This design comes from an exercise in tuning for small area on the open sky130 flow, not from production work.
Power figures rest on the tool's default switching activity, not on a simulated workload.

delta:
## main
module main (
    input  clk,
    input  rst,
    input  rx,
    output tx,
    output busy
);
    reg        mode;       
    reg  [5:0] cnt;        
    reg  [3:0] k;          
    reg        txr;        
    reg  [7:0] acc;        
    reg  [1:0] ph;         
    reg        pend;       
    reg  [7:0] r;          
    reg  [7:0] f0 [0:3];   
    reg  [7:0] f1 [0:3];
    reg  [7:0] f2 [0:3];
    reg  [7:0] f3 [0:3];   
    assign tx   = txr;
    assign busy = mode;
    wire sample = !mode && cnt[0] && cnt != 6'd1 && cnt != 6'd19;
    wire commit = !mode && cnt == 6'd19 && rx;
    wire shreq  = mode ? (cnt == 6'd36) : ((commit && k != 4'd15) || pend);
    wire shift  = shreq && ph == 2'd0;
    wire [7:0] a_op = ph[1] ? f1[0] : f3[0];      
    wire [7:0] b_op = ph[1] ? f1[2] : f3[2];      
    wire [4:0] n    = cnt[5:1];                    
    wire       bj   = (n[4:3] == 2'b00) ? b_op[n[2:0]] : 1'b0;
    wire [8:0] sum  = {1'b0, acc} + (bj ? {1'b0, a_op} : 9'd0);
    integer m;
    always @(posedge clk) begin
        if (sample) r <= {rx, r[7:1]};
        for (m = 0; m < 4; m = m + 1) begin
            f0[m] <= shift ? (m == 3 ? r : f3[m+1]) : f3[m];
            f1[m] <= f0[m];
            f2[m] <= f1[m];
            f3[m] <= f2[m];
        end
    end
    always @(posedge clk or posedge rst) begin
        if (rst) begin
            ph <= 2'd0;
            pend <= 1'b0;
        end else begin
            ph <= shift ? 2'd0 : ph + 2'd1;
            pend <= !mode && ((commit && k != 4'd15) || pend) && !shift;
        end
    end
    always @(posedge clk or posedge rst) begin
        if (rst) begin
            mode <= 1'b0;
            cnt  <= 6'd0;
            k    <= 4'd0;
            txr  <= 1'b1;
            acc  <= 8'd0;
        end else if (!mode) begin
            if (cnt == 6'd0) begin
                if (!rx) cnt <= 6'd1;
            end else if (cnt == 6'd1 && rx) begin
                cnt <= 6'd0;                        
            end else if (cnt == 6'd19) begin
                cnt <= 6'd0;
                if (rx) begin
                    k <= k + 4'd1;
                    if (k == 4'd15) begin
  ...
==> flow/config.mk <==
export PLATFORM = sky130hd
export DESIGN_NAME = main
export DESIGN_NICKNAME = main
export VERILOG_FILES = /design/flow/design.v
export SDC_FILE = /design/flow/constraint.sdc
export NUM_CORES = 4
export LEC_CHECK = 0
export CAP_MARGIN = 20
export CORE_MARGIN = 2
export CORE_UTILIZATION = 60
export CTS_BUF_LIST = sky130_fd_sc_hd__clkbuf_8
export CTS_CLUSTER_DIAMETER = 60
export CTS_CLUSTER_SIZE = 25
export SLEW_MARGIN = 20
==> flow/constraint.sdc <==
create_clock -name core_clock -period 6.0 [get_ports {clk}]
set_input_delay 1.2000 -clock core_clock [delete_from_list [all_inputs] [get_ports {clk}]]
set_output_delay 1.2000 -clock core_clock [all_outputs]
set_load 0.01 [all_outputs]
run.sh (not shown) runs the stock make flow with config.mk's settings and CLKGATE_MAP_FILE= SYNTH_SCRIPT=/design/flow/synth_recipe.tcl, a recipe that flattens the netlist after the stock synthesis.
delta reached the final stage; the timing, design-rule and antenna checks on its layout passed.
### delta -> raven
diff --git a/flow/config.mk b/flow/config.mk
--- a/flow/config.mk
+++ b/flow/config.mk
@@ -8,7 +8,5 @@
 export CAP_MARGIN = 20
 export CORE_MARGIN = 2
-export CORE_UTILIZATION = 60
+export CORE_UTILIZATION = 40
 export CTS_BUF_LIST = sky130_fd_sc_hd__clkbuf_8
-export CTS_CLUSTER_DIAMETER = 60
-export CTS_CLUSTER_SIZE = 25
 export SLEW_MARGIN = 20
Findings:
- The flow did not stop early for raven: all stages ran, and the layout cleared the timing, design-rule and antenna checks.
- Taking raven as 1.0, delta lands at 0.865 on worst-case vdd ir drop.
- [raven] final critical path time including I/O delays and setup fell 13 ps relative to delta
- Diff delta -> raven: final period utilization shows a reduction of 0.22 points, final weighted congestion of routability-driven global placement shows an increase of 2.0%.
- Final cell count (higher): raven
- raven vs delta on global-route wire length before repair: raven is the lower one.
- Lower worst setup slack was reported by delta, not raven.
- raven against delta; met2 wire length is up by a few percent.
--- input diff raven..harbor ---
diff --git a/flow/config.mk b/flow/config.mk
--- a/flow/config.mk
+++ b/flow/config.mk
@@ -8,5 +8,7 @@
 export CAP_MARGIN = 20
 export CORE_MARGIN = 2
-export CORE_UTILIZATION = 40
-export CTS_BUF_LIST = sky130_fd_sc_hd__clkbuf_8
+export CORE_UTILIZATION = 60
+export CTS_BUF_LIST = sky130_fd_sc_hd__clkbuf_16
+export CTS_CLUSTER_DIAMETER = 100
+export CTS_CLUSTER_SIZE = 50
 export SLEW_MARGIN = 20
### Flow results
- harbor was carried through to the last stage, and its layout satisfied the timing, design-rule and antenna checks.
- Taking raven as the reference, in harbor fraction of registers with async set or reset after synthesis barely changed; maximum achievable frequency barely changed; die area dropped 32%; area of the mapped netlist barely changed.
Edits applied to the flow inputs when going from harbor to onyx:
diff --git a/flow/config.mk b/flow/config.mk
--- a/flow/config.mk
+++ b/flow/config.mk
@@ -9,6 +9,4 @@
 export CORE_MARGIN = 2
 export CORE_UTILIZATION = 60
-export CTS_BUF_LIST = sky130_fd_sc_hd__clkbuf_16
-export CTS_CLUSTER_DIAMETER = 100
-export CTS_CLUSTER_SIZE = 50
+export CTS_BUF_LIST = sky130_fd_sc_hd__clkbuf_4 sky130_fd_sc_hd__clkbuf_8
 export SLEW_MARGIN = 20
--- outcome ---
- Taking harbor as the reference, in onyx layout overhead on the synthesized area moved down; count of buffer and inverter cells on the critical path level; design area moved down; total wire length after detailed routing moved down; part of the total power dissipated in the clock network moved down.
- onyx gives less wire length on met2 than harbor did.
- Looking at harbor and onyx, the reported combinational group power is a wash.
- Wire length of the first global-routing pass: onyx vs harbor down about 1.2%
- Taking harbor as 1.0, onyx lands at 0.78 on first-iteration detailed-routing DRC count.
- Hold slack across harbor and onyx: no real change.
- Of harbor and onyx, the run reporting the lower total iterations of the first detailed-routing run was onyx.
No run of this note included a check of the RTL's function; only the layout flow was run.

re-timing with driven ports:
The results above use ideal ports. As a check the final layouts listed here were re-extracted and re-timed, cells and wires unchanged. Step 1 (the two cells are an assumption about what drives the block):
set clk [get_ports {clk}]
set_driving_cell -lib_cell sky130_fd_sc_hd__clkbuf_16 $clk
set_driving_cell -lib_cell sky130_fd_sc_hd__buf_2 [delete_from_list [all_inputs] $clk]
Step 2 adds t to the input delays and takes it off the output delays; t is the mean of the earliest and latest rising clock arrival at the registers after step 1. Input paths then give back, and output paths get back, about the clock's delay inside the block. a / b / c = ideal ports / drivers / drivers and shift; a / b = the first two.
| run | shift t [ns] | setup slack, ns | worst setup path at the end | clock arrival spread, ns | worst register clock-pin slew, ns |
|---|---|---|---|---|---|
| delta | 0.460 | 2.197 / 2.197 / 2.197 | register to register | 0.025 / 0.026 | 0.10 / 0.10 |
| raven | 0.459 | 2.210 / 2.210 / 2.210 | register to register | 0.011 / 0.011 | 0.08 / 0.08 |
| harbor | 0.445 | 2.203 / 2.203 / 2.203 | register to register | 0.015 / 0.015 | 0.07 / 0.07 |
| onyx | 0.460 | 2.197 / 2.197 / 2.197 | register to register | 0.025 / 0.026 | 0.10 / 0.10 |
After both steps every run listed still meets setup and hold.
